From an optimization exercise on the open Yosys and OpenROAD flow, aimed at small area; shortcuts taken in it are not production practice.
Only simulation tests tie the RTL to the original design; equivalence was not proved.

==> flow/design.v <==
`timescale 1ns / 1ps
module hsv_to_rgb(
    input [8:0] Hue, Saturation, Value,
    input clk, reset,
    output reg [7:0] R, G, B,
    output restart
    );
    wire [6:0] S = Saturation[6:0];
    wire [6:0] V = Value[6:0];
    reg [2:0] Hi;
    reg [5:0] K;
    always @* begin
        if      (Hue < 9'd60)  begin Hi = 3'd0; K = 6'd0;  end
        else if (Hue < 9'd120) begin Hi = 3'd1; K = 6'd57; end
        else if (Hue < 9'd180) begin Hi = 3'd2; K = 6'd8;  end
        else if (Hue < 9'd240) begin Hi = 3'd3; K = 6'd49; end
        else if (Hue < 9'd300) begin Hi = 3'd4; K = 6'd16; end
        else if (Hue < 9'd360) begin Hi = 3'd5; K = 6'd41; end
        else                   begin Hi = 3'd0; K = 6'd24; end
    end
    wire odd = Hi[0];
    wire [5:0] fd = (Hue[5:0] ^ {6{odd}}) + K;
wire n0;
wire n1;
wire n2;
wire n3;
wire n4;
wire n5;
wire n6;
wire n7;
wire n8;
wire n9;
wire n10;
wire n11;
wire n12;
wire n13;
wire n14;
wire n15;
wire n16;
wire n17;
wire n18;
wire n19;
wire n20;
wire n21;
wire n22;
wire n23;
wire n24;
wire n25;
wire n26;
wire n27;
wire n28;
wire n29;
wire n30;
wire n31;
wire n32;
wire n33;
wire n34;
wire n35;
wire n36;
wire n37;
wire n38;
wire n39;
wire n40;
wire n41;
wire n42;
wire n43;
wire n44;
wire n45;
wire n46;
wire n47;
wire n48;
wire n49;
wire n50;
wire n51;
wire n52;
wire n53;
wire n54;
wire n55;
wire n56;
wire n57;
wire n58;
wire n59;
wire n60;
wire n61;
wire n62;
wire n63;
wire n64;
wire n65;
wire n66;
wire n67;
wire n68;
wire n69;
wire n70;
wire n71;
wire n72;
wire n73;
wire n74;
wire n75;
wire n76;
wire n77;
wire n78;
wire n79;
wire n80;
wire n81;
wire n82;
wire n83;
wire n84;
wire n85;
wire n86;
wire n87;
wire n88;
wire n89;
wire n90;
wire n91;
wire n92;
wire n93;
wire n94;
wire n95;
wire n96;
wire n97;
wire n98;
wire n99;
wire n100;
wire n101;
wire n102;
wire n103;
wire n104;
wire n105;
wire n106;
wire n107;
wire n108;
wire n109;
wire n110;
wire n111;
wire n112;
wire n113;
wire n114;
wire n115;
wire n116;
wire n117;
wire n118;
wire n119;
wire n120;
wire n121;
wire n122;
wire n123;
wire n124;
wire n125;
wire n126;
wire n127;
wire n128;
wire n129;
wire n130;
wire n131;
wire n132;
wire n133;
wire n134;
wire n135;
wire n136;
wire n137;
wire n138;
wire n139;
wire n140;
wire n141;
wire n142;
wire n143;
wire n144;
wire n145;
wire n146;
wire n147;
wire n148;
wire n149;
wire n150;
wire n151;
wire n152;
wire n153;
wire n154;
wire n155;
wire n156;
wire n157;
wire n158;
wire n159;
wire n160;
wire n161;
wire n162;
wire n163;
wire n164;
wire n165;
wire n166;
wire n167;
wire n168;
wire n169;
wire n170;
wire n171;
wire n172;
wire n173;
wire n174;
wire n175;
wire n176;
wire n177;
wire n178;
wire n179;
wire n180;
wire n181;
wire n182;
wire n183;
wire n184;
wire n185;
wire n186;
wire n187;
wire n188;
wire n189;
wire n190;
wire n191;
wire n192;
wire n193;
wire n194;
wire n195;
wire n196;
wire n197;
wire n198;
wire n199;
wire n200;
wire n201;
wire n202;
wire n203;
wire n204;
wire n205;
wire n206;
wire n207;
wire n208;
wire n209;
wire n210;
wire n211;
wire n212;
wire n213;
wire n214;
wire n215;
wire n216;
wire n217;
wire n218;
wire n219;
wire n220;
wire n221;
wire n222;
wire n223;
wire n224;
wire n225;
wire n226;
wire n227;
wire n228;
wire n229;
wire n230;
wire n231;
wire n232;
wire n233;
wire n234;
wire n235;
wire n236;
wire n237;
wire n238;
wire n239;
wire n240;
wire n241;
wire n242;
wire n243;
wire n244;
wire n245;
wire n246;
wire n247;
wire n248;
wire n249;
wire n250;
wire n251;
wire n252;
wire n253;
wire n254;
wire n255;
wire n256;
wire n257;
wire n258;
wire n259;
wire n260;
wire n261;
wire n262;
wire n263;
wire n264;
wire n265;
wire n266;
wire n267;
wire n268;
wire n269;
wire n270;
wire n271;
wire n272;
wire n273;
wire n274;
wire n275;
wire n276;
wire n277;
wire n278;
wire n279;
wire n280;
wire n281;
wire n282;
wire n283;
wire n284;
wire n285;
wire n286;
wire n287;
wire n288;
wire n289;
wire n290;
wire n291;
wire n292;
wire n293;
wire n294;
wire n295;
wire n296;
wire n297;
wire n298;
wire n299;
wire n300;
wire n301;
wire n302;
wire n303;
wire n304;
wire n305;
wire n306;
wire n307;
wire n308;
wire n309;
wire n310;
wire n311;
wire n312;
wire n313;
wire n314;
wire n315;
wire n316;
wire n317;
wire n318;
wire n319;
wire n320;
wire n321;
wire n322;
wire n323;
wire n324;
wire n325;
wire n326;
wire n327;
wire n328;
wire n329;
wire n330;
wire n331;
wire n332;
wire n333;
wire n334;
wire n335;
wire n336;
wire n337;
wire n338;
wire n339;
wire n340;
wire n341;
wire n342;
wire n343;
wire n344;
wire n345;
wire n346;
wire n347;
wire n348;
wire n349;
wire n350;
wire n351;
wire n352;
wire n353;
wire n354;
wire n355;
wire n356;
wire n357;
wire n358;
wire n359;
wire n360;
wire n361;
wire n362;
wire n363;
wire n364;
wire n365;
wire n366;
wire n367;
wire n368;
wire n369;
wire n370;
wire n371;
wire n372;
wire n373;
wire n374;
wire n375;
wire n376;
wire n377;
wire n378;
wire n379;
wire n380;
wire n381;
wire n382;
wire n383;
wire n384;
wire n385;
wire n386;
wire n387;
wire n388;
wire n389;
wire n390;
wire n391;
wire n392;
wire n393;
wire n394;
wire n395;
wire n396;
wire n397;
wire n398;
wire n399;
wire n400;
wire n401;
wire n402;
wire n403;
wire n404;
wire n405;
wire n406;
wire n407;
wire n408;
wire n409;
wire n410;
wire n411;
wire n412;
wire n413;
wire n414;
wire n415;
wire n416;
wire n417;
wire n418;
wire n419;
wire n420;
wire n421;
wire n422;
wire n423;
wire n424;
wire n425;
wire n426;
wire n427;
wire n428;
wire n429;
wire n430;
wire n431;
wire n432;
wire n433;
wire n434;
wire n435;
wire n436;
wire n437;
wire n438;
wire n439;
wire n440;
wire n441;
wire n442;
wire n443;
wire n444;
wire n445;
wire n446;
wire n447;
wire n448;
wire n449;
wire n450;
wire n451;
wire n452;
wire n453;
wire n454;
wire n455;
wire n456;
wire n457;
wire n458;
wire n459;
wire n460;
wire n461;
wire n462;
wire n463;
wire n464;
assign n0 = ~(S[0] & V[6]) ^ ~(S[1] & V[5]);
assign n1 = ~(~(S[0] & V[6]) | ~(S[1] & V[5]));
assign n2 = ~(S[1] & V[6]) ^ ~(S[2] & V[5]);
assign n3 = ~(~(S[1] & V[6]) | ~(S[2] & V[5]));
assign n4 = ~(S[0] & V[4]) ^ ~(S[1] & V[3]);
assign n5 = ~(~(S[0] & V[4]) | ~(S[1] & V[3]));
assign n6 = ~(S[0] & V[5]) ^ ~(S[1] & V[4]) ^ ~(S[2] & V[3]);
assign n7 = (~(S[0] & V[5]) & ~(S[1] & V[4])) | (~(S[0] & V[5]) & ~(S[2] & V[3])) | (~(S[1] & V[4]) & ~(S[2] & V[3]));
assign n8 = ~(S[3] & V[2]) ^ ~(S[4] & V[1]);
assign n9 = ~(~(S[3] & V[2]) | ~(S[4] & V[1]));
assign n10 = ~(n0);
assign n11 = n10 ^ ~(S[2] & V[4]) ^ ~(S[3] & V[3]);
assign n12 = (n10 & ~(S[2] & V[4])) | (n10 & ~(S[3] & V[3])) | (~(S[2] & V[4]) & ~(S[3] & V[3]));
assign n13 = ~(S[4] & V[2]) ^ ~(S[5] & V[1]) ^ ~(S[6] & V[0]);
assign n14 = (~(S[4] & V[2]) & ~(S[5] & V[1])) | (~(S[4] & V[2]) & ~(S[6] & V[0])) | (~(S[5] & V[1]) & ~(S[6] & V[0]));
assign n15 = ~(n2);
assign n16 = n15 ^ ~(S[3] & V[4]) ^ ~(S[4] & V[3]);
assign n17 = (n15 & ~(S[3] & V[4])) | (n15 & ~(S[4] & V[3])) | (~(S[3] & V[4]) & ~(S[4] & V[3]));
assign n18 = ~(n1);
assign n19 = ~(S[5] & V[2]) ^ ~(S[6] & V[1]) ^ n18;
assign n20 = (~(S[5] & V[2]) & ~(S[6] & V[1])) | (~(S[5] & V[2]) & n18) | (~(S[6] & V[1]) & n18);
assign n21 = ~(S[2] & V[6]) ^ ~(S[3] & V[5]) ^ ~(S[4] & V[4]);
assign n22 = (~(S[2] & V[6]) & ~(S[3] & V[5])) | (~(S[2] & V[6]) & ~(S[4] & V[4])) | (~(S[3] & V[5]) & ~(S[4] & V[4]));
assign n23 = ~(n3);
assign n24 = ~(S[5] & V[3]) ^ ~(S[6] & V[2]) ^ n23;
assign n25 = (~(S[5] & V[3]) & ~(S[6] & V[2])) | (~(S[5] & V[3]) & n23) | (~(S[6] & V[2]) & n23);
assign n26 = ~(S[3] & V[6]) ^ ~(S[4] & V[5]) ^ ~(S[5] & V[4]);
assign n27 = (~(S[3] & V[6]) & ~(S[4] & V[5])) | (~(S[3] & V[6]) & ~(S[5] & V[4])) | (~(S[4] & V[5]) & ~(S[5] & V[4]));
assign n28 = ~(S[0] & V[3]) ^ ~(S[1] & V[2]);
assign n29 = ~(~(S[0] & V[3]) | ~(S[1] & V[2]));
assign n30 = ~(n4);
assign n31 = n30 ^ ~(S[2] & V[2]) ^ ~(S[3] & V[1]);
assign n32 = (n30 & ~(S[2] & V[2])) | (n30 & ~(S[3] & V[1])) | (~(S[2] & V[2]) & ~(S[3] & V[1]));
assign n33 = ~(n8);
assign n34 = n6 ^ n33 ^ ~(S[5] & V[0]);
assign n35 = (n6 & n33) | (n6 & ~(S[5] & V[0])) | (n33 & ~(S[5] & V[0]));
assign n36 = n11 ^ n13 ^ n7;
assign n37 = (n11 & n13) | (n11 & n7) | (n13 & n7);
assign n38 = n16 ^ n19 ^ n12;
assign n39 = (n16 & n19) | (n16 & n12) | (n19 & n12);
assign n40 = n21 ^ n24 ^ n17;
assign n41 = (n21 & n24) | (n21 & n17) | (n24 & n17);
assign n42 = n26 ^ ~(S[6] & V[3]) ^ n22;
assign n43 = (n26 & ~(S[6] & V[3])) | (n26 & n22) | (~(S[6] & V[3]) & n22);
assign n44 = ~(S[4] & V[6]) ^ ~(S[5] & V[5]) ^ ~(S[6] & V[4]);
assign n45 = (~(S[4] & V[6]) & ~(S[5] & V[5])) | (~(S[4] & V[6]) & ~(S[6] & V[4])) | (~(S[5] & V[5]) & ~(S[6] & V[4]));
assign n46 = ~(S[0] & V[2]) ^ ~(S[1] & V[1]);
assign n47 = ~(~(S[0] & V[2]) | ~(S[1] & V[1]));
assign n48 = ~(n28);
assign n49 = n48 ^ ~(S[2] & V[1]) ^ ~(S[3] & V[0]);
assign n50 = (n48 & ~(S[2] & V[1])) | (n48 & ~(S[3] & V[0])) | (~(S[2] & V[1]) & ~(S[3] & V[0]));
assign n51 = ~(n29);
assign n52 = n31 ^ ~(S[4] & V[0]) ^ n51;
assign n53 = (n31 & ~(S[4] & V[0])) | (n31 & n51) | (~(S[4] & V[0]) & n51);
assign n54 = ~(n5);
assign n55 = n34 ^ n54 ^ n32;
assign n56 = (n34 & n54) | (n34 & n32) | (n54 & n32);
assign n57 = ~(n9);
assign n58 = n36 ^ n57 ^ n35;
assign n59 = (n36 & n57) | (n36 & n35) | (n57 & n35);
assign n60 = n38 ^ n14 ^ n37;
assign n61 = (n38 & n14) | (n38 & n37) | (n14 & n37);
assign n62 = n40 ^ n20 ^ n39;
assign n63 = (n40 & n20) | (n40 & n39) | (n20 & n39);
assign n64 = n42 ^ n25 ^ n41;
assign n65 = (n42 & n25) | (n42 & n41) | (n25 & n41);
assign n66 = n44 ^ n27 ^ n43;
assign n67 = (n44 & n27) | (n44 & n43) | (n27 & n43);
assign n68 = ~(S[5] & V[6]) ^ ~(S[6] & V[5]) ^ n45;
assign n69 = (~(S[5] & V[6]) & ~(S[6] & V[5])) | (~(S[5] & V[6]) & n45) | (~(S[6] & V[5]) & n45);
assign n70 = ~(S[0] & V[1]) ^ ~(S[1] & V[0]);
assign n71 = ~(~(S[0] & V[1]) | ~(S[1] & V[0]));
assign n72 = ~(~(S[2] & V[0]));
assign n73 = n46 ^ n72 ^ n71;
assign n74 = (n46 & n72) | (n46 & n71) | (n72 & n71);
assign n75 = ~(n49);
assign n76 = n75 ^ n47 ^ n74;
assign n77 = (n75 & n47) | (n75 & n74) | (n47 & n74);
assign n78 = ~(n77);
assign n79 = n52 ^ n50 ^ n78;
assign n80 = (n52 & n50) | (n52 & n78) | (n50 & n78);
assign n81 = n55 ^ n53 ^ n80;
assign n82 = (n55 & n53) | (n55 & n80) | (n53 & n80);
assign n83 = n58 ^ n56 ^ n82;
assign n84 = (n58 & n56) | (n58 & n82) | (n56 & n82);
assign n85 = n60 ^ n59 ^ n84;
assign n86 = (n60 & n59) | (n60 & n84) | (n59 & n84);
assign n87 = n62 ^ n61 ^ n86;
assign n88 = (n62 & n61) | (n62 & n86) | (n61 & n86);
assign n89 = n64 ^ n63 ^ n88;
assign n90 = (n64 & n63) | (n64 & n88) | (n63 & n88);
assign n91 = n66 ^ n65 ^ n90;
assign n92 = (n66 & n65) | (n66 & n90) | (n65 & n90);
assign n93 = n68 ^ n67 ^ n92;
assign n94 = (n68 & n67) | (n68 & n92) | (n67 & n92);
assign n95 = ~(S[6] & V[6]) ^ n69 ^ n94;
assign n96 = (~(S[6] & V[6]) & n69) | (~(S[6] & V[6]) & n94) | (n69 & n94);
assign n97 = ~(~(S[0] & V[0]));
assign n98 = n70;
assign n99 = n73;
assign n100 = n76;
assign n101 = ~(n79);
assign n102 = ~(n81);
assign n103 = ~(n83);
assign n104 = ~(n85);
assign n105 = ~(n87);
assign n106 = ~(n89);
assign n107 = ~(n91);
assign n108 = ~(n93);
assign n109 = ~(n95);
assign n110 = ~(n96);
assign n111 = n97 ^ n100;
assign n112 = n97 & n100;
assign n113 = n98 ^ n101;
assign n114 = n98 & n101;
assign n115 = n97 ^ n99 ^ n102;
assign n116 = (n97 & n99) | (n97 & n102) | (n99 & n102);
assign n117 = n107 ^ n109;
assign n118 = ~(n107 | n109);
assign n119 = n98 ^ n100 ^ n103;
assign n120 = (n98 & n100) | (n98 & n103) | (n100 & n103);
assign n121 = ~(1'b1);
assign n122 = n108 ^ n110 ^ n121;
assign n123 = (n108 & n110) | (n108 & n121) | (n110 & n121);
assign n124 = n99 ^ n101 ^ n104;
assign n125 = (n99 & n101) | (n99 & n104) | (n101 & n104);
assign n126 = n100 ^ n102 ^ n105;
assign n127 = (n100 & n102) | (n100 & n105) | (n102 & n105);
assign n128 = n111 ^ n105;
assign n129 = n111 & ~n105;
assign n130 = ~(n113);
assign n131 = n130 ^ n106 ^ n108;
assign n132 = (n130 & n106) | (n130 & n108) | (n106 & n108);
assign n133 = n115 ^ n117 ^ 1'b1;
assign n134 = (n115 & n117) | (n115 & 1'b1) | (n117 & 1'b1);
assign n135 = ~(n122);
assign n136 = n119 ^ n135 ^ n116;
assign n137 = (n119 & n135) | (n119 & n116) | (n135 & n116);
assign n138 = ~(n109);
assign n139 = n124 ^ n138 ^ n120;
assign n140 = (n124 & n138) | (n124 & n120) | (n138 & n120);
assign n141 = ~(n110);
assign n142 = n126 ^ n141 ^ 1'b1;
assign n143 = (n126 & n141) | (n126 & 1'b1) | (n141 & 1'b1);
assign n144 = n101 ^ n103 ^ n106;
assign n145 = (n101 & n103) | (n101 & n106) | (n103 & n106);
assign n146 = n102 ^ n104 ^ n107;
assign n147 = (n102 & n104) | (n102 & n107) | (n104 & n107);
assign n148 = n103 ^ n105 ^ n108;
assign n149 = (n103 & n105) | (n103 & n108) | (n105 & n108);
assign n150 = n104 ^ n106;
assign n151 = n104 & n106;
assign n152 = n105 ^ n107;
assign n153 = n105 & n107;
assign n154 = n128 ^ n107;
assign n155 = ~(n128 | n107);
assign n156 = ~(n131);
assign n157 = n156 ^ n112 ^ n129;
assign n158 = (n156 & n112) | (n156 & n129) | (n112 & n129);
assign n159 = ~(n132);
assign n160 = n133 ^ n114 ^ n159;
assign n161 = (n133 & n114) | (n133 & n159) | (n114 & n159);
assign n162 = n136 ^ n118 ^ n134;
assign n163 = (n136 & n118) | (n136 & n134) | (n118 & n134);
assign n164 = ~(n123);
assign n165 = n139 ^ n164 ^ n137;
assign n166 = (n139 & n164) | (n139 & n137) | (n164 & n137);
assign n167 = n142 ^ n125 ^ n140;
assign n168 = (n142 & n125) | (n142 & n140) | (n125 & n140);
assign n169 = n144 ^ n127 ^ n143;
assign n170 = (n144 & n127) | (n144 & n143) | (n127 & n143);
assign n171 = n146 ^ 1'b1 ^ n145;
assign n172 = (n146 & 1'b1) | (n146 & n145) | (1'b1 & n145);
assign n173 = n148 ^ 1'b1 ^ n147;
assign n174 = (n148 & 1'b1) | (n148 & n147) | (1'b1 & n147);
assign n175 = n150 ^ n109 ^ n149;
assign n176 = (n150 & n109) | (n150 & n149) | (n109 & n149);
assign n177 = n152 ^ n110 ^ n151;
assign n178 = (n152 & n110) | (n152 & n151) | (n110 & n151);
assign n179 = n106 ^ n108 ^ n153;
assign n180 = (n106 & n108) | (n106 & n153) | (n108 & n153);
assign n181 = n107 ^ n109;
assign n182 = n107 & n109;
assign n183 = n108 ^ n110;
assign n184 = n108 & n110;
assign n185 = n154 ^ 1'b1;
assign n186 = n154 & 1'b1;
assign n187 = n157 ^ n155 ^ n186;
assign n188 = (n157 & n155) | (n157 & n186) | (n155 & n186);
assign n189 = n160 ^ n158 ^ n188;
assign n190 = (n160 & n158) | (n160 & n188) | (n158 & n188);
assign n191 = n162 ^ n161 ^ n190;
assign n192 = (n162 & n161) | (n162 & n190) | (n161 & n190);
assign n193 = n165 ^ n163 ^ n192;
assign n194 = (n165 & n163) | (n165 & n192) | (n163 & n192);
assign n195 = n167 ^ n166 ^ n194;
assign n196 = (n167 & n166) | (n167 & n194) | (n166 & n194);
assign n197 = n169 ^ n168 ^ n196;
assign n198 = (n169 & n168) | (n169 & n196) | (n168 & n196);
assign n199 = n171 ^ n170 ^ n198;
assign n200 = (n171 & n170) | (n171 & n198) | (n170 & n198);
assign n201 = n173 ^ n172 ^ n200;
assign n202 = (n173 & n172) | (n173 & n200) | (n172 & n200);
assign n203 = n175 ^ n174 ^ n202;
assign n204 = (n175 & n174) | (n175 & n202) | (n174 & n202);
assign n205 = n177 ^ n176 ^ n204;
assign n206 = (n177 & n176) | (n177 & n204) | (n176 & n204);
assign n207 = n179 ^ n178 ^ n206;
assign n208 = (n179 & n178) | (n179 & n206) | (n178 & n206);
assign n209 = n181 ^ n180 ^ n208;
assign n210 = (n181 & n180) | (n181 & n208) | (n180 & n208);
assign n211 = n183 ^ n182 ^ n210;
assign n212 = (n183 & n182) | (n183 & n210) | (n182 & n210);
assign n213 = n109 ^ n184 ^ n212;
assign n214 = (n109 & n184) | (n109 & n212) | (n184 & n212);
assign n215 = n110 ^ n214;
assign n216 = n110 & n214;
assign n217 = n203;
assign n218 = n205;
assign n219 = n207;
assign n220 = n209;
assign n221 = n211;
assign n222 = n213;
assign n223 = n215;
assign n224 = V[0] ^ n217;
assign n225 = V[0] & ~n217;
assign n226 = V[1] ^ n218;
assign n227 = V[1] & ~n218;
assign n228 = V[2] ^ n219;
assign n229 = V[2] & ~n219;
assign n230 = V[3] ^ n220;
assign n231 = V[3] & ~n220;
assign n232 = V[4] ^ n221;
assign n233 = V[4] & ~n221;
assign n234 = V[5] ^ n222;
assign n235 = V[5] & ~n222;
assign n236 = V[6] ^ n223;
assign n237 = V[6] & ~n223;
assign n238 = n224 ^ 1'b1;
assign n239 = 1'b1 & ~n224;
assign n240 = ~(n226);
assign n241 = n240 ^ n225 ^ n239;
assign n242 = (n240 & n225) | (n240 & n239) | (n225 & n239);
assign n243 = ~(n228);
assign n244 = n243 ^ n227 ^ n242;
assign n245 = (n243 & n227) | (n243 & n242) | (n227 & n242);
assign n246 = ~(n230);
assign n247 = n246 ^ n229 ^ n245;
assign n248 = (n246 & n229) | (n246 & n245) | (n229 & n245);
assign n249 = ~(n232);
assign n250 = n249 ^ n231 ^ n248;
assign n251 = (n249 & n231) | (n249 & n248) | (n231 & n248);
assign n252 = ~(n234);
assign n253 = n252 ^ n233 ^ n251;
assign n254 = (n252 & n233) | (n252 & n251) | (n233 & n251);
assign n255 = ~(n236);
assign n256 = n255 ^ n235 ^ n254;
assign n257 = (n255 & n235) | (n255 & n254) | (n235 & n254);
assign n258 = ~(n238);
assign n259 = n241;
assign n260 = n244;
assign n261 = n247;
assign n262 = n250;
assign n263 = n253;
assign n264 = n256;
assign n265 = ~(n217 & fd[4]) ^ ~(n218 & fd[3]);
assign n266 = ~(~(n217 & fd[4]) | ~(n218 & fd[3]));
assign n267 = ~(n217 & fd[5]) ^ ~(n218 & fd[4]) ^ ~(n219 & fd[3]);
assign n268 = (~(n217 & fd[5]) & ~(n218 & fd[4])) | (~(n217 & fd[5]) & ~(n219 & fd[3])) | (~(n218 & fd[4]) & ~(n219 & fd[3]));
assign n269 = ~(n220 & fd[2]) ^ ~(n221 & fd[1]);
assign n270 = ~(~(n220 & fd[2]) | ~(n221 & fd[1]));
assign n271 = ~(n218 & fd[5]) ^ ~(n219 & fd[4]) ^ ~(n220 & fd[3]);
assign n272 = (~(n218 & fd[5]) & ~(n219 & fd[4])) | (~(n218 & fd[5]) & ~(n220 & fd[3])) | (~(n219 & fd[4]) & ~(n220 & fd[3]));
assign n273 = ~(n221 & fd[2]) ^ ~(n222 & fd[1]) ^ ~(n223 & fd[0]);
assign n274 = (~(n221 & fd[2]) & ~(n222 & fd[1])) | (~(n221 & fd[2]) & ~(n223 & fd[0])) | (~(n222 & fd[1]) & ~(n223 & fd[0]));
assign n275 = ~(n219 & fd[5]) ^ ~(n220 & fd[4]) ^ ~(n221 & fd[3]);
assign n276 = (~(n219 & fd[5]) & ~(n220 & fd[4])) | (~(n219 & fd[5]) & ~(n221 & fd[3])) | (~(n220 & fd[4]) & ~(n221 & fd[3]));
assign n277 = ~(n222 & fd[2]) ^ ~(n223 & fd[1]);
assign n278 = ~(~(n222 & fd[2]) | ~(n223 & fd[1]));
assign n279 = ~(n220 & fd[5]) ^ ~(n221 & fd[4]) ^ ~(n222 & fd[3]);
assign n280 = (~(n220 & fd[5]) & ~(n221 & fd[4])) | (~(n220 & fd[5]) & ~(n222 & fd[3])) | (~(n221 & fd[4]) & ~(n222 & fd[3]));
assign n281 = ~(n217 & fd[3]) ^ ~(n218 & fd[2]);
assign n282 = ~(~(n217 & fd[3]) | ~(n218 & fd[2]));
assign n283 = ~(n265);
assign n284 = n283 ^ ~(n219 & fd[2]) ^ ~(n220 & fd[1]);
assign n285 = (n283 & ~(n219 & fd[2])) | (n283 & ~(n220 & fd[1])) | (~(n219 & fd[2]) & ~(n220 & fd[1]));
assign n286 = ~(n269);
assign n287 = n267 ^ n286 ^ ~(n222 & fd[0]);
assign n288 = (n267 & n286) | (n267 & ~(n222 & fd[0])) | (n286 & ~(n222 & fd[0]));
assign n289 = n271 ^ n273 ^ n268;
assign n290 = (n271 & n273) | (n271 & n268) | (n273 & n268);
assign n291 = ~(n277);
assign n292 = n275 ^ n291 ^ n272;
assign n293 = (n275 & n291) | (n275 & n272) | (n291 & n272);
assign n294 = n279 ^ ~(n223 & fd[2]) ^ n276;
assign n295 = (n279 & ~(n223 & fd[2])) | (n279 & n276) | (~(n223 & fd[2]) & n276);
assign n296 = ~(n221 & fd[5]) ^ ~(n222 & fd[4]) ^ ~(n223 & fd[3]);
assign n297 = (~(n221 & fd[5]) & ~(n222 & fd[4])) | (~(n221 & fd[5]) & ~(n223 & fd[3])) | (~(n222 & fd[4]) & ~(n223 & fd[3]));
assign n298 = ~(n217 & fd[2]) ^ ~(n218 & fd[1]);
assign n299 = ~(~(n217 & fd[2]) | ~(n218 & fd[1]));
assign n300 = ~(n281);
assign n301 = n300 ^ ~(n219 & fd[1]) ^ ~(n220 & fd[0]);
assign n302 = (n300 & ~(n219 & fd[1])) | (n300 & ~(n220 & fd[0])) | (~(n219 & fd[1]) & ~(n220 & fd[0]));
assign n303 = ~(n282);
assign n304 = n284 ^ ~(n221 & fd[0]) ^ n303;
assign n305 = (n284 & ~(n221 & fd[0])) | (n284 & n303) | (~(n221 & fd[0]) & n303);
assign n306 = ~(n266);
assign n307 = n287 ^ n306 ^ n285;
assign n308 = (n287 & n306) | (n287 & n285) | (n306 & n285);
assign n309 = ~(n270);
assign n310 = n289 ^ n309 ^ n288;
assign n311 = (n289 & n309) | (n289 & n288) | (n309 & n288);
assign n312 = n292 ^ n274 ^ n290;
assign n313 = (n292 & n274) | (n292 & n290) | (n274 & n290);
assign n314 = ~(n278);
assign n315 = n294 ^ n314 ^ n293;
assign n316 = (n294 & n314) | (n294 & n293) | (n314 & n293);
assign n317 = n296 ^ n280 ^ n295;
assign n318 = (n296 & n280) | (n296 & n295) | (n280 & n295);
assign n319 = ~(n222 & fd[5]) ^ ~(n223 & fd[4]) ^ n297;
assign n320 = (~(n222 & fd[5]) & ~(n223 & fd[4])) | (~(n222 & fd[5]) & n297) | (~(n223 & fd[4]) & n297);
assign n321 = ~(n217 & fd[1]) ^ ~(n218 & fd[0]);
assign n322 = ~(~(n217 & fd[1]) | ~(n218 & fd[0]));
assign n323 = ~(~(n219 & fd[0]));
assign n324 = n298 ^ n323 ^ n322;
assign n325 = (n298 & n323) | (n298 & n322) | (n323 & n322);
assign n326 = ~(n301);
assign n327 = n326 ^ n299 ^ n325;
assign n328 = (n326 & n299) | (n326 & n325) | (n299 & n325);
assign n329 = ~(n328);
assign n330 = n304 ^ n302 ^ n329;
assign n331 = (n304 & n302) | (n304 & n329) | (n302 & n329);
assign n332 = n307 ^ n305 ^ n331;
assign n333 = (n307 & n305) | (n307 & n331) | (n305 & n331);
assign n334 = n310 ^ n308 ^ n333;
assign n335 = (n310 & n308) | (n310 & n333) | (n308 & n333);
assign n336 = n312 ^ n311 ^ n335;
assign n337 = (n312 & n311) | (n312 & n335) | (n311 & n335);
assign n338 = n315 ^ n313 ^ n337;
assign n339 = (n315 & n313) | (n315 & n337) | (n313 & n337);
assign n340 = n317 ^ n316 ^ n339;
assign n341 = (n317 & n316) | (n317 & n339) | (n316 & n339);
assign n342 = n319 ^ n318 ^ n341;
assign n343 = (n319 & n318) | (n319 & n341) | (n318 & n341);
assign n344 = ~(n223 & fd[5]) ^ n320 ^ n343;
assign n345 = (~(n223 & fd[5]) & n320) | (~(n223 & fd[5]) & n343) | (n320 & n343);
assign n346 = ~(~(n217 & fd[0]));
assign n347 = n321;
assign n348 = n324;
assign n349 = n327;
assign n350 = ~(n330);
assign n351 = ~(n332);
assign n352 = ~(n334);
assign n353 = ~(n336);
assign n354 = ~(n338);
assign n355 = ~(n340);
assign n356 = ~(n342);
assign n357 = ~(n344);
assign n358 = ~(n345);
assign n359 = n346 ^ n350;
assign n360 = n346 & n350;
assign n361 = n347 ^ n351;
assign n362 = n347 & n351;
assign n363 = n348 ^ n352;
assign n364 = n348 & n352;
assign n365 = n349 ^ n353;
assign n366 = n349 & n353;
assign n367 = n350 ^ n354;
assign n368 = n350 & n354;
assign n369 = n348 ^ n352;
assign n370 = n348 & n352;
assign n371 = n349 ^ n353 ^ n357;
assign n372 = (n349 & n353) | (n349 & n357) | (n353 & n357);
assign n373 = n359 ^ n354 ^ n358;
assign n374 = (n359 & n354) | (n359 & n358) | (n354 & n358);
assign n375 = n361 ^ n355 ^ odd;
assign n376 = (n361 & n355) | (n361 & odd) | (n355 & odd);
assign n377 = n363 ^ n356 ^ odd;
assign n378 = (n363 & n356) | (n363 & odd) | (n356 & odd);
assign n379 = n365 ^ n357 ^ odd;
assign n380 = (n365 & n357) | (n365 & odd) | (n357 & odd);
assign n381 = n367 ^ n358 ^ odd;
assign n382 = (n367 & n358) | (n367 & odd) | (n358 & odd);
assign n383 = n351 ^ n355 ^ odd;
assign n384 = (n351 & n355) | (n351 & odd) | (n355 & odd);
assign n385 = n369 ^ n356;
assign n386 = n369 & n356;
assign n387 = n371 ^ odd ^ n370;
assign n388 = (n371 & odd) | (n371 & n370) | (odd & n370);
assign n389 = n373 ^ 1'b1 ^ n372;
assign n390 = (n373 & 1'b1) | (n373 & n372) | (1'b1 & n372);
assign n391 = n375 ^ n360 ^ n374;
assign n392 = (n375 & n360) | (n375 & n374) | (n360 & n374);
assign n393 = n377 ^ n362 ^ n376;
assign n394 = (n377 & n362) | (n377 & n376) | (n362 & n376);
assign n395 = n379 ^ n364 ^ n378;
assign n396 = (n379 & n364) | (n379 & n378) | (n364 & n378);
assign n397 = n381 ^ n366 ^ n380;
assign n398 = (n381 & n366) | (n381 & n380) | (n366 & n380);
assign n399 = n383 ^ n368 ^ n382;
assign n400 = (n383 & n368) | (n383 & n382) | (n368 & n382);
assign n401 = n352 ^ n356 ^ n384;
assign n402 = (n352 & n356) | (n352 & n384) | (n356 & n384);
assign n403 = n353 ^ n357;
assign n404 = n353 & n357;
assign n405 = n354 ^ n358;
assign n406 = n354 & n358;
assign n407 = n385 ^ 1'b1;
assign n408 = n385 & 1'b1;
assign n409 = n387 ^ n386 ^ n408;
assign n410 = (n387 & n386) | (n387 & n408) | (n386 & n408);
assign n411 = n389 ^ n388 ^ n410;
assign n412 = (n389 & n388) | (n389 & n410) | (n388 & n410);
assign n413 = n391 ^ n390 ^ n412;
assign n414 = (n391 & n390) | (n391 & n412) | (n390 & n412);
assign n415 = n393 ^ n392 ^ n414;
assign n416 = (n393 & n392) | (n393 & n414) | (n392 & n414);
assign n417 = n395 ^ n394 ^ n416;
assign n418 = (n395 & n394) | (n395 & n416) | (n394 & n416);
assign n419 = n397 ^ n396 ^ n418;
assign n420 = (n397 & n396) | (n397 & n418) | (n396 & n418);
assign n421 = n399 ^ n398 ^ n420;
assign n422 = (n399 & n398) | (n399 & n420) | (n398 & n420);
assign n423 = n401 ^ n400 ^ n422;
assign n424 = (n401 & n400) | (n401 & n422) | (n400 & n422);
assign n425 = n403 ^ n402 ^ n424;
assign n426 = (n403 & n402) | (n403 & n424) | (n402 & n424);
assign n427 = n405 ^ n404 ^ n426;
assign n428 = (n405 & n404) | (n405 & n426) | (n404 & n426);
assign n429 = n355 ^ n406 ^ n428;
assign n430 = (n355 & n406) | (n355 & n428) | (n406 & n428);
assign n431 = n356 ^ n430;
assign n432 = n356 & n430;
assign n433 = n357 ^ n432;
assign n434 = n357 & n432;
assign n435 = n358 ^ n434;
assign n436 = n358 & n434;
assign n437 = n423;
assign n438 = n425;
assign n439 = n427;
assign n440 = n429;
assign n441 = n431;
assign n442 = n433;
assign n443 = n435;
assign n444 = n258 ^ n437;
assign n445 = n258 & n437;
assign n446 = n259 ^ n438 ^ n445;
assign n447 = (n259 & n438) | (n259 & n445) | (n438 & n445);
assign n448 = n260 ^ n439 ^ n447;
assign n449 = (n260 & n439) | (n260 & n447) | (n439 & n447);
assign n450 = n261 ^ n440 ^ n449;
assign n451 = (n261 & n440) | (n261 & n449) | (n440 & n449);
assign n452 = n262 ^ n441 ^ n451;
assign n453 = (n262 & n441) | (n262 & n451) | (n441 & n451);
assign n454 = n263 ^ n442 ^ n453;
assign n455 = (n263 & n442) | (n263 & n453) | (n442 & n453);
assign n456 = n264 ^ n443 ^ n455;
assign n457 = (n264 & n443) | (n264 & n455) | (n443 & n455);
assign n458 = n444;
assign n459 = n446;
assign n460 = n448;
assign n461 = n450;
assign n462 = n452;
assign n463 = n454;
assign n464 = n456;
    wire [6:0] dd = {n223, n222, n221, n220, n219, n218, n217};
    wire [6:0] mm = {n264, n263, n262, n261, n260, n259, n258};
    wire [6:0] md = {n464, n463, n462, n461, n460, n459, n458};
    reg [2:0] sr, sg, sb;    
    always @* begin
        case (Hi)
            3'd0: begin sr = 3'b001; sg = 3'b100; sb = 3'b010; end
            3'd1: begin sr = 3'b100; sg = 3'b001; sb = 3'b010; end
            3'd2: begin sr = 3'b010; sg = 3'b001; sb = 3'b100; end
            3'd3: begin sr = 3'b010; sg = 3'b100; sb = 3'b001; end
            3'd4: begin sr = 3'b100; sg = 3'b010; sb = 3'b001; end
            default: begin sr = 3'b001; sg = 3'b010; sb = 3'b100; end
        endcase
    end
    function [6:0] pick(input [2:0] s, input [6:0] v0, input [6:0] v1, input [6:0] v2);
        pick = ({7{s[0]}} & v0) | ({7{s[1]}} & v1) | ({7{s[2]}} & v2);
    endfunction
    wire [6:0] xr = pick(sr, V, mm, md);
    wire [6:0] xg = pick(sg, V, mm, md);
    wire [6:0] xb = pick(sb, V, mm, md);
    function [7:0] level(input [6:0] x, input [7:0] cur);
        level = ({x, 1'b0} + x[6:1]) | {8{x == 7'd0 && (cur[7:4] != 4'd0 || cur[3:2] == 2'b11)}};
    endfunction
    wire [7:0] nR = level(xr, R);
    wire [7:0] nG = level(xg, G);
    wire [7:0] nB = level(xb, B);
    assign restart = reset || nR != R || nG != G || nB != B;
    always @(posedge clk) begin
        if (reset) begin
            R <= 8'd0; G <= 8'd0; B <= 8'd0;
        end else begin
            R <= nR; G <= nG; B <= nB;
        end
    end
endmodule
`timescale 1ns / 1ps
module PWM(
    input [7:0] R, G, B,
    input clk, reset, restart,
    output reg [2:0] rgb_led_tri_o
    );
    reg [8:0] c;
    always @(posedge clk) begin
        if (restart) c <= 9'd0;
        else         c <= c + 9'd1;
        if (reset) rgb_led_tri_o <= 3'b000;
        else rgb_led_tri_o <= {c < B, c < G, c < R};
    end
endmodule
`timescale 1ns / 1ps
module hsv_rgb_pwm(
    input clk,
    input reset,
    input [8:0] Hue,
    input [8:0] Saturation,
    input [8:0] Value,
    output [7:0] R,
    output [7:0] G,
    output [7:0] B,
    output [2:0] rgb_led_tri_o
    );
    wire restart;
    hsv_to_rgb hsv_to_rgb_0 (
        .Hue(Hue), .Saturation(Saturation), .Value(Value),
        .clk(clk), .reset(reset),
        .R(R), .G(G), .B(B), .restart(restart));
    PWM PWM_0 (
        .R(R), .G(G), .B(B),
        .clk(clk), .reset(reset), .restart(restart),
        .rgb_led_tri_o(rgb_led_tri_o));
endmodule
==> flow/run.sh <==
#!/bin/bash
# synth_recipe.tcl (not shown) runs the flow's synth.tcl, then flattens the netlist and writes it again
# the make line also repeats each setting of config.mk as NAME=value (left out here)
make -C /OpenROAD-flow-scripts/flow DESIGN_CONFIG=/design/flow/config.mk WORK_HOME=/design/flow/orfs CLKGATE_MAP_FILE= SYNTH_SCRIPT=/design/flow/synth_recipe.tcl finish
==> flow/config.mk <==
export PLATFORM = sky130hd
export DESIGN_NAME = hsv_rgb_pwm
export DESIGN_NICKNAME = hsv_rgb_pwm
export VERILOG_FILES = /design/flow/design.v
export SDC_FILE = /design/flow/constraint.sdc
export NUM_CORES = 4
export LEC_CHECK = 0
export ABC_AREA = 1
export CAP_MARGIN = 20
export CORE_MARGIN = 2
export CORE_UTILIZATION = 40
export SLEW_MARGIN = 20
==> flow/constraint.sdc <==
create_clock -name core_clock -period 70.0 [get_ports {clk}]
set_input_delay 14.0000 -clock core_clock [delete_from_list [all_inputs] [get_ports {clk}]]
set_output_delay 14.0000 -clock core_clock [all_outputs]
set_load 0.01 [all_outputs]
==> run notes, run 1 <==
Final layout
The fraction of final layout cells with drive strength greater than 1 is 0.0485. The final layout net count is roughly 1400. Compared with the post-synthesis result, the final layout area differs by 11.6%.

After filler insertion, the fill cell instance count of the layout stands at around 2000. The repair_antennas step left the layout with diodes totalling 0. Measured on the finished design, the core utilization comes to 0.451.

Yosys
The netlist area before placement is a little over 8000 µm². The post-synthesis sequential area ratio is 0.0887. The average size of a mapped cell is approximately 7.3 µm². Synthesis handed over a netlist of around 1100 instances. The net count of the mapped netlist is between 1000 and 1500. The count of yosys warnings during synthesis is 2. After synthesis the netlist holds a flip-flop and latch count of 36. The number of different library cells in the post-synthesis netlist is between 40 and 50.

STA
The final count of pins violating max slew is 0. The achievable clock frequency is 27.9 MHz. The count of endpoints failing setup in the final report is 0. The clock period could shrink to about 36000 ps. The share of the cycle needed by the critical path after routing is 0.512.

After routing, the total negative slack on setup checks comes to 0 ps. The count of final hold-check violations is 0. The setup skew after layout is approximately 5.2 ps. The transition time of the tightest slew-check pin is 728 ps. Measured against its own limit, the worst slew margin works out to 0.511.

Setup repair after global routing left no endpoint under its margin.

Critical path
The stage delay of the slowest cell on the critical path is between 800 and 900 ps. The critical path start-end classification is primary input to flop. In this design, the critical path's most frequently occurring cell is fa_1. The arrival time reported for the critical path endpoint is approximately 36000 ps. The slowest stage of the critical path is the clkdlybuf4s50_1 cell.

The worst setup path is captured at a flop. The slack of the worst reg-to-reg path is approximately 68000 ps. At the worst endpoint, the required time is between 70000 and 80000 ps. The peak fanout along the critical path is 11. Counting both buffers and inverters, the worst setup path holds a total of 15. The kind of start point of the critical path is a primary input. Among cell families on the critical path, the largest total delay comes from adder cells.

Floorplanning
For this configuration, the core starts out at a cell density of 0.404. The width of the chip is 147 µm. The die is 147 µm tall.

The floorplan step defined a die boundary enclosing approximately 21000 µm². The total I/O pin count is between 50 and 60. The number of placement rows is 52.

The core area is between 20000 and 25000 µm².

Global routing
The initial antenna violation count is 0. The via count of the first global-routing pass was 6834. The global-route wire length before repair is about 32000 µm. The global-route congestion overflow total is 0.

The maximum number of pins on one net before global-route repair is 29. For this run, the total global-route usage over all layers was measured as 0.184.

Routing
The mean number of vias per cell is between 4 and 5. The count of unresolved DRC violations after routing is 0. After detailed routing, the average wire length per cell comes to 13.0 µm.

The detailed router finished its first iteration with 317 violations. After detailed routing, the total wire length is 18500 µm. The detailed router placed between 6000 and 7000 vias in this run. The count of nets left with antenna violations after detail routing is 0. For this run, the detailed router's first-pass iteration total came to 5.

Clocking
Post-CTS timing repair inserted 0 buffers for setup. TritonCTS created 5 clock buffers. The H-tree depth reported by CTS is 2. In this run the clock root is driven by a clkbuf_16. The maximum count of clock buffers along a single path is 2. After clock tree synthesis, the flow added hold-fix buffers numbering 0. The post-cts repair resize count is 0. TritonCTS built the clock tree. The clock network latency to the later pin of the worst-skew pair is 280 ps. The clock drives 36 sinks.

The post-CTS clock slew at the launch and capture registers of the worst setup and hold paths is roughly 50 ps.

Run status
The flow ran to the end and the layout has no timing, DRC or antenna violations.

Run
The max capacitance violation total is 0.

Placed design
At the end of routability-driven placement, the weighted congestion stood at ~0.87. Detailed placement ended at an HPWL of 15700 µm. In this run the tool buffered the top-level ports with 51 buffer cells.

Worst hold path
The path category of the worst min-delay check is flop to flop.
[flip-flops by register name, summed over array words and instances (netlist names)]
register	flops
PWM_0.c	9
hsv_to_rgb_0.B	8
hsv_to_rgb_0.G	8
hsv_to_rgb_0.R	8
PWM_0.rgb_led_tri_o	3
[path summary, 6_finish.rpt]
kind | start | to | cells past startpoint
min reg2reg | PWM_0.c[8] | PWM_0.rgb_led_tri_o[0] | 1
min | PWM_0.c[8] | PWM_0.rgb_led_tri_o[0] | 1
max | Value[3] | PWM_0.c[8] | 84
max reg2reg | hsv_to_rgb_0.B[6] | PWM_0.c[8] | 14
[cell usage in the layout, fill, tap and decap left out, types with 4 or more instances in the layout]
cell type        count
o21ai_0              8
clkdlybuf4s50_1     51
clkbuf_16            5
nand2_2              9
xnor2_1             16
nand4_1              5
o211ai_1             6
nor2_1              73
o221ai_1             4
dfxtp_1             36
nor3_2               9
a21oi_1             44
ha_1                85
or2_2                5
o21bai_1             5
fa_1               120
inv_2                5
nand3_1             40
xor2_1              17
nor2_2               7
nand2_1            264
inv_1              295
[cells in the mapped netlist (all sizes together)]
cell | number | area share
xor2 | 17 | 0.018
o31ai | 2 | 0.0025
clkinv | 3 | 0.0014
and3 | 3 | 0.0023
buf | 6 | 0.0054
nand3 | 45 | 0.033
o21ai | 11 | 0.0072
a21oi | 44 | 0.027
fa | 120 | 0.30
ha | 85 | 0.13
nand2 | 276 | 0.13
o221ai | 4 | 0.0043
nor4 | 3 | 0.0023
nand3b | 1 | 0.00092
a31oi | 3 | 0.0023
nand4 | 5 | 0.0038
nor3 | 10 | 0.012
o211ai | 6 | 0.0055
a21boi | 3 | 0.0028
or2 | 5 | 0.0038
inv | 300 | 0.14
nor2 | 83 | 0.044
a2111oi | 2 | 0.0022
o21a | 1 | 0.00092
o22ai | 1 | 0.00077
clkbuf | 9 | 0.0042
a22oi | 3 | 0.0028
a21o | 1 | 0.00092
dfxtp | 36 | 0.089
o21bai | 5 | 0.0046
xnor2 | 16 | 0.017
[layout make-up]
cell class                      count  area (µm²)  share of cell area
Clock buffer                        6         129              0.0142
Multi-Input combinational cell    755        6190               0.683
Timing Repair Buffer               52         518              0.0571
Sequential cell                    36         721              0.0795
Tap cell                          270         338              0.0372
Clock inverter                      2        35.0             0.00386
Inverter                          303        1140               0.125
[per-stage QoR]
stage               instance area [µm²]  cells  setup WS, ps  hold WS (ps)
floorplan                          8130   1109         35960           451
global placement                   8910   1416         33900           516
detailed placement                 8910   1416         33740           523
CTS                                9070   1424         33980           531
global route                       9070   1424         32780           542
finish                             9070   1424         34140           521
[layer usage]
metal	track usage	routed length, µm	vias to the layer above
met5	0	0	-
li1	-	-	3388
met2	0.319	8770	123
met4	0.0233	76	0
met1	0.261	8980	3145
met3	0.0122	636	8
[logic make-up (layout without fill, tap and decap cells)]
logic type | after synthesis | in the layout | share of synthesized area
adder cells (fa/ha/maj) | 205 | 205 | 0.426
flip-flops | 36 | 36 | 0.0887
buffers and inverters | 318 | 363 | 0.149
AO/OA/AOI/OAI | 86 | 86 | 0.0639
XOR/XNOR | 33 | 33 | 0.0356
AND/OR/NAND/NOR | 431 | 431 | 0.236
==> run 2: changes to the inputs <==
==> flow/flow/run.sh (new file) <==
#!/bin/bash
# Own flow: the standard synthesis, then a cleanup of the adder logic
# (polar.py: full adders used inverted where that saves inverters; resynth.sh:
# the logic between adder cells and flip-flops re-mapped by ABC for area),
# then the standard layout with small port buffers.
# Each tool's output goes to a log file of its own in the work folder.
set -euo pipefail
W=$(pwd)
F=$W/flow
R=$W/orfs/results/${FLOW_PLATFORM:-sky130hd}/hsv_rgb_pwm/base
export LIB=$FLOW_HOME/platforms/sky130hd/lib/sky130_fd_sc_hd__tt_025C_1v80.lib
export CFG=$FLOW_HOME/platforms/sky130hd/config.mk
bash standard.sh synth > $W/log_synth.txt 2>&1
cp $R/1_2_yosys.v $W/netlist_standard.v
python3 $F/polar.py $W/netlist_standard.v $W/netlist_polar.v > $W/log_polar.txt 2>&1
mkdir -p $W/resynth
TMPD=$W/resynth bash $F/resynth.sh $W/netlist_polar.v $W/netlist_resynth.v $F/area.abc > $W/log_resynth.txt 2>&1
cp $W/resynth/rs.log $W/log_resynth_yosys.txt
cp $W/netlist_resynth.v $R/1_2_yosys.v
rm -f $R/1_synth.odb $R/1_synth.sdc
bash standard.sh finish "BUFFER_PORTS_ARGS=-buffer_cell sky130_fd_sc_hd__buf_1" > $W/log_layout.txt 2>&1
==> flow/flow/area.abc (new file) <==
strash
ifraig
dc2
dch -f
amap
topo
==> flow/flow/models.py (new file) <==
#!/usr/bin/env python3
"""Writes Verilog models (for techmap) of the single-output combinational cells of
a liberty file, except the ones named on the command line's keep list.
Usage: models.py lib out.v"""
import re, sys
lib = open(sys.argv[1]).read()
out = []
for cm in re.finditer(r'\n\s*cell\s*\(\s*"?([\w]+)"?\s*\)\s*\{', lib):
    name = cm.group(1)
    # find the cell's text: up to the next top-level cell
    start = cm.end()
    nxt = re.search(r'\n\s*cell\s*\(', lib[start:])
    text = lib[start: start + nxt.start()] if nxt else lib[start:]
    if re.search(r'\b(ff|latch|statetable)\s*\(', text): continue
    pins = re.findall(r'\n\s*pin\s*\(\s*"?(\w+)"?\s*\)\s*\{(.*?)\n\s{8}\}', text, re.S)
    ins, outs = [], []
    for pn, pt in pins:
        d = re.search(r'direction\s*:\s*"?(\w+)"?', pt)
        if not d: continue
        if d.group(1) == 'input': ins.append(pn)
        elif d.group(1) == 'output':
            f = re.search(r'function\s*:\s*"([^"]*)"', pt)
            outs.append((pn, f.group(1) if f else None))
    if len(outs) != 1 or outs[0][1] is None or not ins: continue
    fn = outs[0][1].replace('!', '~').replace('*', '&').replace('+', '|')
    on = outs[0][0]
    out.append(f"module {name}({', '.join(ins + [on])});\n  input {', '.join(ins)};\n  output {on};\n  assign {on} = {fn};\nendmodule\n")
open(sys.argv[2], 'w').write("\n".join(out))
sys.stderr.write(f"models: {len(out)} cells\n")
==> flow/flow/polar.py (new file) <==
#!/usr/bin/env python3
"""Inverter removal around full adders. A full adder is self-dual: inverting its
three inputs inverts both outputs. This chooses, for every fa cell, whether to
use it inverted so that the fewest inverters are needed between cells, then
rewrites the netlist (all inverters rebuilt, at most one per signal).
Usage: polar.py in.v out.v"""
import re, sys, random

src = open(sys.argv[1]).read()
m = re.search(r'^(.*?;\n)(\s*sky130_fd_sc_hd__.*)(endmodule.*)$', src, re.S)
head, body, tail = m.group(1), m.group(2), m.group(3)
# head must hold the port list and wire declarations only
cell_re = re.compile(r'\s*(sky130_fd_sc_hd__\w+)\s+(\S+)\s*\((.*?)\);', re.S)
cells = []
pos = 0
for cm in cell_re.finditer(body):
    assert body[pos:cm.start()].strip() == '', body[pos:cm.start()][:200]
    pos = cm.end()
    pins = [(p, n.strip()) for p, n in re.findall(r'\.(\w+)\(([^()]*)\)', cm.group(3))]
    cells.append([cm.group(1), cm.group(2), pins])
assert body[pos:].strip() == ''
OUTPINS = {'Y', 'X', 'SUM', 'COUT', 'Q', 'Q_N', 'HI', 'LO'}
def is_inv(t): return re.match(r'sky130_fd_sc_hd__(clk)?inv_\d+$', t) is not None
def is_glue(t):
    if re.match(r'sky130_fd_sc_hd__(fa|dfxtp|dfrtp|dfstp|dfxbp|conb)_', t): return False
    if re.match(r'sky130_fd_sc_hd__ha_', t): return HA_GLUE
    return True
HA_GLUE = __import__('os').environ.get('HA_GLUE', '1') == '1'
def is_fa(t): return re.match(r'sky130_fd_sc_hd__fa_\d+$', t) is not None

drv = {}
for i, (t, n, pins) in enumerate(cells):
    for p, net in pins:
        if p in OUTPINS: drv[net] = (i, p)
inv_of = {}  # inverter output net -> input net
for t, n, pins in cells:
    if is_inv(t):
        d = dict(pins); inv_of[d['Y']] = d['A']
def root(net):
    par = 0
    while net in inv_of:
        net = inv_of[net]; par ^= 1
    return net, par

# ports: nets named in the module header as inputs/outputs are roots / rigid loads
port_nets = set()
for mm in re.finditer(r'^\s*(input|output)\s+(\[(\d+):(\d+)\]\s*)?([\\\w.$\[\]]+)\s*;', head, re.M):
    name = mm.group(5)
    if mm.group(2):
        hi, lo = int(mm.group(3)), int(mm.group(4))
        for b in range(min(hi, lo), max(hi, lo) + 1): port_nets.add(f"{name}[{b}]")
    else:
        port_nets.add(name)
out_ports = set()
for mm in re.finditer(r'^\s*output\s+(\[(\d+):(\d+)\]\s*)?([\\\w.$\[\]]+)\s*;', head, re.M):
    name = mm.group(4)
    if mm.group(1):
        hi, lo = int(mm.group(2)), int(mm.group(3))
        for b in range(min(hi, lo), max(hi, lo) + 1): out_ports.add(f"{name}[{b}]")
    else: out_ports.add(name)

fa_idx = [i for i, c in enumerate(cells) if is_fa(c[0])]
fa_pos = {i: k for k, i in enumerate(fa_idx)}
# loads: root -> list of (cell index or None, pin, parity)
loads = {}
for i, (t, n, pins) in enumerate(cells):
    if is_inv(t): continue
    for p, net in pins:
        if p in OUTPINS: continue
        if net.startswith("1'b") or net == '': continue
        r, par = root(net)
        loads.setdefault(r, []).append((i, p, par))
for net in out_ports:
    r, par = root(net)
    if (r, par) != (net, 0):
        loads.setdefault(r, []).append((None, net, par))
# nets that are output ports driven through inverters keep their names

roots = set(loads)
for net, (i, p) in drv.items():
    if not is_inv(cells[i][0]): roots.add(net)

def fa_of_driver(r):
    d = drv.get(r)
    if d and is_fa(cells[d[0]][0]): return fa_pos[d[0]]
    return None

root_list = sorted(roots)
rinfo = []
for r in root_list:
    dfa = fa_of_driver(r)
    ls = []; soft = []
    for (i, p, par) in loads.get(r, []):
        f = fa_pos.get(i) if i is not None else None
        ls.append((f, par)); soft.append(i is not None and is_glue(cells[i][0]))
    d = drv.get(r)
    soft_drv = d is not None and is_glue(cells[d[0]][0])
    rinfo.append((dfa, ls, soft_drv, soft))
# roots touching each fa
touch = [set() for _ in fa_idx]
for k, (dfa, ls, _, _) in enumerate(rinfo):
    if dfa is not None: touch[dfa].add(k)
    for f, par in ls:
        if f is not None: touch[f].add(k)

GLUE_W = float(__import__('os').environ.get('GLUE_W', '0.25'))
def rcost(k, flip):
    dfa, ls, soft_drv, soft = rinfo[k]
    prov = flip[dfa] if dfa is not None else 0
    hard = False; softm = False
    for (f, par), sl in zip(ls, soft):
        if (par ^ (flip[f] if f is not None else 0)) != prov:
            if sl: softm = True
            else: hard = True
    if hard: return GLUE_W if soft_drv else 1.0
    return GLUE_W if softm else 0.0

def total(flip): return sum(rcost(k, flip) for k in range(len(rinfo)))

best = None
rng = random.Random(1)
for trial in range(30):
    flip = [0] * len(fa_idx) if trial == 0 else [rng.randint(0, 1) for _ in fa_idx]
    improved = True
    while improved:
        improved = False
        order = list(range(len(fa_idx))); rng.shuffle(order)
        for f in order:
            before = sum(rcost(k, flip) for k in touch[f])
            flip[f] ^= 1
            after = sum(rcost(k, flip) for k in touch[f])
            if after < before or (after == before and rng.random() < 0.3 and trial > 0):
                improved = improved or after < before
            else:
                flip[f] ^= 1
    c = total(flip)
    if best is None or c < best[0]: best = (c, flip[:])
orig_inv = sum(1 for c in cells if is_inv(c[0]))
cost0 = total([0]*len(fa_idx))
cost, flip = best
sys.stderr.write(f"polar: {len(fa_idx)} fa, inverters {orig_inv}, cost {cost0} -> {cost}, flipped {sum(flip)}\n")

# rebuild
newc = 0
def newnet():
    global newc
    newc += 1
    return f"_pol{newc}_"
# canonical nets: (r, 0) -> r ; (r, 1) -> an existing inverter output with parity 1 if any
canon = {}
for net in inv_of:
    r, par = root(net)
    if par == 1 and (r, 1) not in canon: canon[(r, 1)] = net
for net in out_ports:
    if net in inv_of:
        r, par = root(net)
        if par == 1: canon[(r, 1)] = net
def cname(r, q):
    if q == 0: return r
    if (r, 1) not in canon: canon[(r, 1)] = newnet()
    return canon[(r, 1)]
flipset = {fa_idx[f] for f in range(len(fa_idx)) if flip[f]}
out = []
used = {}
new_wires = set()
for i, (t, n, pins) in enumerate(cells):
    if is_inv(t): continue
    np_ = []
    fl = i in flipset
    for p, net in pins:
        if p in OUTPINS:
            if net == '' : np_.append((p, net)); continue
            q = 1 if fl else 0
            nn = cname(net, q)
            np_.append((p, nn)); used.setdefault(net, set()).add(q)
            new_wires.add(nn)
        elif net.startswith("1'b") or net == '':
            np_.append((p, net))
        else:
            r, par = root(net)
            q = par ^ (1 if fl else 0)
            np_.append((p, cname(r, q))); used.setdefault(r, set()).add(q)
            new_wires.add(cname(r, q))
    out.append((t, n, np_))
for net in out_ports:
    r, par = root(net)
    if (r, par) != (net, 0):
        assert cname(r, par) == net, net
        used.setdefault(r, set()).add(par)
ninv = 0
for r in root_list:
    d = drv.get(r)
    dfl = d is not None and d[0] in flipset
    prov = 1 if dfl else 0
    for q in used.get(r, set()):
        if q != prov:
            ninv += 1
            out.append(("sky130_fd_sc_hd__inv_1", f"_polinv{ninv}_", [("A", cname(r, prov)), ("Y", cname(r, q))]))
sys.stderr.write(f"polar: wrote {ninv} inverters\n")
declared = set(re.findall(r'^\s*wire\s+(?:\[\d+:\d+\]\s*)?(\S+)\s*;', head, re.M))
extra = [w for w in sorted(new_wires) if w.startswith('_pol') and w not in declared]
lines = [head.rstrip('\n')]
for w in extra: lines.append(f"  wire {w};")
for t, n, pins in out:
    lines.append(f"  {t} {n} (")
    lines.append(",\n".join(f"    .{p}({net}{' ' if net.startswith(chr(92)) else ''})" for p, net in pins))
    lines.append("  );")
lines.append(tail)
open(sys.argv[2], 'w').write("\n".join(lines))
==> flow/flow/resynth.sh (new file) <==
#!/bin/bash
# resynth.sh in.v out.v [abc script]: re-map the logic between the adder cells,
# flip-flops and tie cells with ABC for area.
set -e
HERE=$(cd $(dirname $0) && pwd)
LIB=${LIB:-/OpenROAD-flow-scripts/flow/platforms/sky130hd/lib/sky130_fd_sc_hd__tt_025C_1v80.lib}
CFG=${CFG:-/OpenROAD-flow-scripts/flow/platforms/sky130hd/config.mk}
T=${TMPD:-$(mktemp -d)}
python3 $HERE/models.py $LIB $T/models.v 2>/dev/null
if [ "${HA_GLUE:-1}" = 1 ]; then cat >> $T/models.v <<'EOM'
module sky130_fd_sc_hd__ha_1(A, B, COUT, SUM);
  input A, B;
  output COUT, SUM;
  assign SUM = A ^ B;
  assign COUT = A & B;
endmodule
EOM
fi
DU=$(for c in $(grep -o "sky130_fd_sc_hd__\(probe\w*\|lpflow\w*\)" $CFG); do echo -n "-dont_use $c "; done)
SCRIPT=${3:-$HERE/area.abc}
cat > $T/rs.ys <<EOY
read_liberty -lib $LIB
read_verilog $1
hierarchy -top hsv_rgb_pwm
techmap -map $T/models.v
techmap
opt_expr
opt_clean
abc -liberty $LIB $DU -script $SCRIPT
opt_clean -purge
hilomap -singleton -hicell sky130_fd_sc_hd__conb_1 HI -locell sky130_fd_sc_hd__conb_1 LO
insbuf -buf sky130_fd_sc_hd__buf_4 A X
splitnets
opt_clean -purge
check -assert
tee -o $T/stat.txt stat -liberty $LIB
write_verilog -noattr -nohex -nodec $2
EOY
Y=$(command -v yosys || echo $FLOW_HOME/../tools/install/yosys/bin/yosys)
$Y -q -l $T/rs.log -s $T/rs.ys > /dev/null
grep -i "chip area" $T/stat.txt
==> flow/standard.sh (new file) <==
#!/bin/bash
# synth_recipe.tcl (not shown) runs the flow's synth.tcl, then flattens the netlist and writes it again
# the make line also repeats each setting of config.mk as NAME=value (left out here)
make -C /OpenROAD-flow-scripts/flow DESIGN_CONFIG=/design/flow/config.mk WORK_HOME=/design/flow/orfs CLKGATE_MAP_FILE= SYNTH_SCRIPT=/design/flow/synth_recipe.tcl "${@:-finish}"
--- a/flow/config.mk
+++ b/flow/config.mk
@@ -10,3 +10,4 @@
 export CORE_MARGIN = 2
 export CORE_UTILIZATION = 40
+export CTS_BUF_LIST = sky130_fd_sc_hd__clkbuf_4
 export SLEW_MARGIN = 20
removed: flow/run.sh
==> run 2 against run 1 <==
Effect of this change: highest routed layer unchanged; flip-flop and latch count is the same; critical endpoint is now PWM_0.c[1]; maximum frequency shrank 6.6%; synthesized area decreased by 24%; final area decreased by 26%; synthesized cell count shrank 29%; clock skew is 12 ps higher; sequential share of layout area up 2.7 points; critical path depth is 1 lower; first-iteration DRC count is 38% higher; die area shrank 23%; cell count down 27%.
==> run notes, run 2 <==
Routing
The detailed-router iteration count before antenna repair is 8 (+3). The initial DRC count came to 437 (+38%). The mean number of vias per cell is 5.47 (+17%). The post-detailed-route wirelength per cell is 15.2 µm (+17%). The count of unresolved DRC violations after routing was 0 (unchanged).

The sum of routed wire length over all layers was 15800 µm (-15%). The count of nets left with antenna violations after detail routing is 0 (unchanged). The via total after detailed routing came to 5669 (-15%).

Clocking
The post-cts repair resize count is 0 (unchanged). The number of buffers inserted by post-CTS setup repair is 0 (unchanged). The H-tree depth reported by CTS is 2 (unchanged). The total number of clock tree sinks came to 36 (unchanged). CTS placed an instance of clkbuf_4 at the clock tree root. The clock network latency to the later pin of the worst-skew pair is 360 ps (+80 ps). The number of buffers inserted during clock tree synthesis is 5 (unchanged). The CTS tree is built.

The post-cts hold buffer count came to 0 (unchanged). The maximum count of clock buffers along a single path is 2 (unchanged). The post-CTS clock slew at the launch and capture registers of the worst setup and hold paths is 110 ps (+60 ps).

STA
The share of the cycle needed by the critical path after routing came to 0.548 (+0.0359). The achievable clock frequency is 26.1 MHz (-6.6%). The final count of pins violating max slew is 0 (unchanged). The remaining max-slew budget at the tightest pin is 0.365 (-0.146). The setup skew after layout is 17.0 ps (+11.7 ps). The count of endpoints failing setup in the final report is 0 (unchanged). The sum of negative setup slack is 0 ps (unchanged). The count of final hold-check violations is 0 (unchanged). Setup repair after global routing left no endpoint under its margin.

The time the final worst path needs with I/O delays and setup is 38380 ps (+2520 ps). The transition time of the tightest slew-check pin came to 942 ps (+215 ps).

Critical path
The endpoint kind of the worst setup timing path is a flop. The capture instance of the worst register-to-register path is PWM_0.c[1]. STA classifies the critical path startpoint as a primary input.

The startpoint identified for the worst register-to-register timing path is hsv_to_rgb_0.B[3]. The slowest stage of the critical path is the nor3_1 cell. In this design, the critical path's most frequently occurring cell is fa_1. The endpoint required time on the critical path is 70270 ps (+70 ps). The slack of the worst reg-to-reg path is 65770 ps (-1750 ps). The peak fanout along the critical path is 9 (-2). The count of cells along the worst register-to-register path is 18 (+4). The stage delay of the slowest cell on the critical path came to 650 ps (-230 ps). The arrival time reported for the critical path endpoint is 38650 ps (+2580 ps).

The critical path start-end classification is primary input to flop.

Final layout
The most flop-heavy register is PWM_0.c. From synthesis to final layout, the design area changed by 8.51%. The total inserted antenna cells is 0 (unchanged). The number of flip-flops under the largest register name was 9 (unchanged). The fraction of final layout cells with drive strength greater than 1 is 0.0130 (-0.0356). The top cell types in the final layout, fill and taps aside, are 191 x nor2_1, 120 x fa_1, 112 x clkinv_1. The library cell used most frequently in the layout, excluding fill and tap cells, is nor2_1. The share of the core filled with cells in the final layout is 0.444 (-0.00736). The final layout net count is 997 (-28%).

Worst hold path
The path category of the worst min-delay check is flop to flop. The worst hold path startpoint is PWM_0.c[0]. The path with the worst hold slack has its endpoint at PWM_0.c[0]. The hold path depth was 1 (unchanged).

Floorplanning
The height of the die is 129 µm (-12%). The width of the chip came to 129 µm (-12%). The total I/O pin count is 56 (unchanged). The starting density of the core is 0.409 (+0.00469). The number of placement rows came to 45 (-13%). The core area came to 15200 µm² (-24%). The overall die area was 16600 µm² (-23%).

Placed design
The total of buffers placed on input and output ports is 51 (unchanged). The placer's final routability congestion estimate was 0.838 (-3.1%). The HPWL reported at the end of detailed placement is 13600 µm (-14%).

Global routing
The global-route usage over all layers came to 0.207 (+0.0232). The global-route congestion overflow total is 0 (unchanged). The initial antenna violation count is 0 (unchanged). The maximum number of pins on one net before global-route repair is 27 (-6.9%). The via count of the first global-routing pass is 5543 (-19%). The global-route wire length before repair is 27800 µm (-14%).

Run status
The flow ran to the end and the layout has no timing, DRC or antenna violations.

Yosys
The net count of the mapped netlist was 936 (-30%). The count of yosys warnings during synthesis is 2 (unchanged). The gate count of the mapped netlist is 787 (-29%). The netlist area before placement was 6220 µm² (-24%).

The average size of a mapped cell is 7.90 µm² (+7.8%).

Run
The max capacitance violation total was 0 (unchanged).
-- run 2: changes by cell type in the layout (fill, tap and decap cells not counted), sizes merged, moves of 53 or more --
cell | previous run | this run
nand2 | 276 | 71
inv | 300 | 0
nor2 | 83 | 191
clkinv | 4 | 113
ha | 85 | 0
buf | 1 | 54
-- run 2: worst max path at each step --
stage	start	endpoint	slack, ps
final	Value[3]	PWM_0.c[1]	31620
after global routing	Value[3]	PWM_0.c[3]	29810
after CTS	Value[3]	PWM_0.c[7]	31520
after detailed placement	Value[3]	PWM_0.c[3]	31130
after global placement	Value[3]	PWM_0.c[6]	31150
after floorplan	Saturation[1]	PWM_0.c[1]	33830
-- run 2: per-layer routing --
layer	global-route usage	vias up	routed length, µm
met2	0.331	134	7100
met5	0	-	0
met4	0.0249	0	96
li1	-	2819	-
met1	0.318	2706	8000
met3	0.0166	10	577
-- run 2: critical path: cells and delay by family --
family                     cells  cell delay [ps]
and+or+nand+nor               16             3100
adders and majority gates     37            15760
AOI/OAI and AO/OA             24             4560
buffers and inverters          6             1220
-- run 2: metrics by stage --
stage,area [µm²],cells,setup WS (ps),hold slack [ps]
2_1_floorplan,6220,787,33830,401
3_3_place_gp,6670,1029,31150,407
3_5_place_dp,6670,1029,31130,413
4_1_cts,6750,1037,31520,431
5_1_grt,6750,1037,29810,435
6_report,6750,1037,31620,430
-- run 2: area by class of cell --
cell class | count | area [µm²]
flip-flops and latches | 36 | 721
well taps | 188 | 235
multi-input cells | 639 | 5080
repair buffers | 54 | 214
inverters | 112 | 420
fillers | 1578 | 8460
clock inverters | 2 | 35.0
clock buffers | 6 | 45.0

## afterwards: timing with drivers on the ports
Ports are ideal in the flow. The routed layouts listed here were re-timed in OpenROAD.
Step 1 sets driving cells, clkbuf_16 on the clock port and buf_2 on the other inputs (assumed; they add their load-dependent delay and slew).
Step 2 times the ports against the registers' clock, not the clock port: input delays grow and output delays shrink by t, the midpoint of the rising clock arrivals with the driver on.
a / b / c = ideal / step 1 / step 2; a / b = the first two.
run	t (ns)	setup WS [ns]	clock arrival spread, ns
run 1	0.309	34.136 / 34.145 / 33.835	0.006 / 0.005
run 2	0.370	31.620 / 31.620 / 31.250	0.017 / 0.017
After both steps every run listed still meets setup and hold. The setup slack of run 2, which loses most, moves by 0.000 ns with the drivers and by -0.370 ns with both steps.
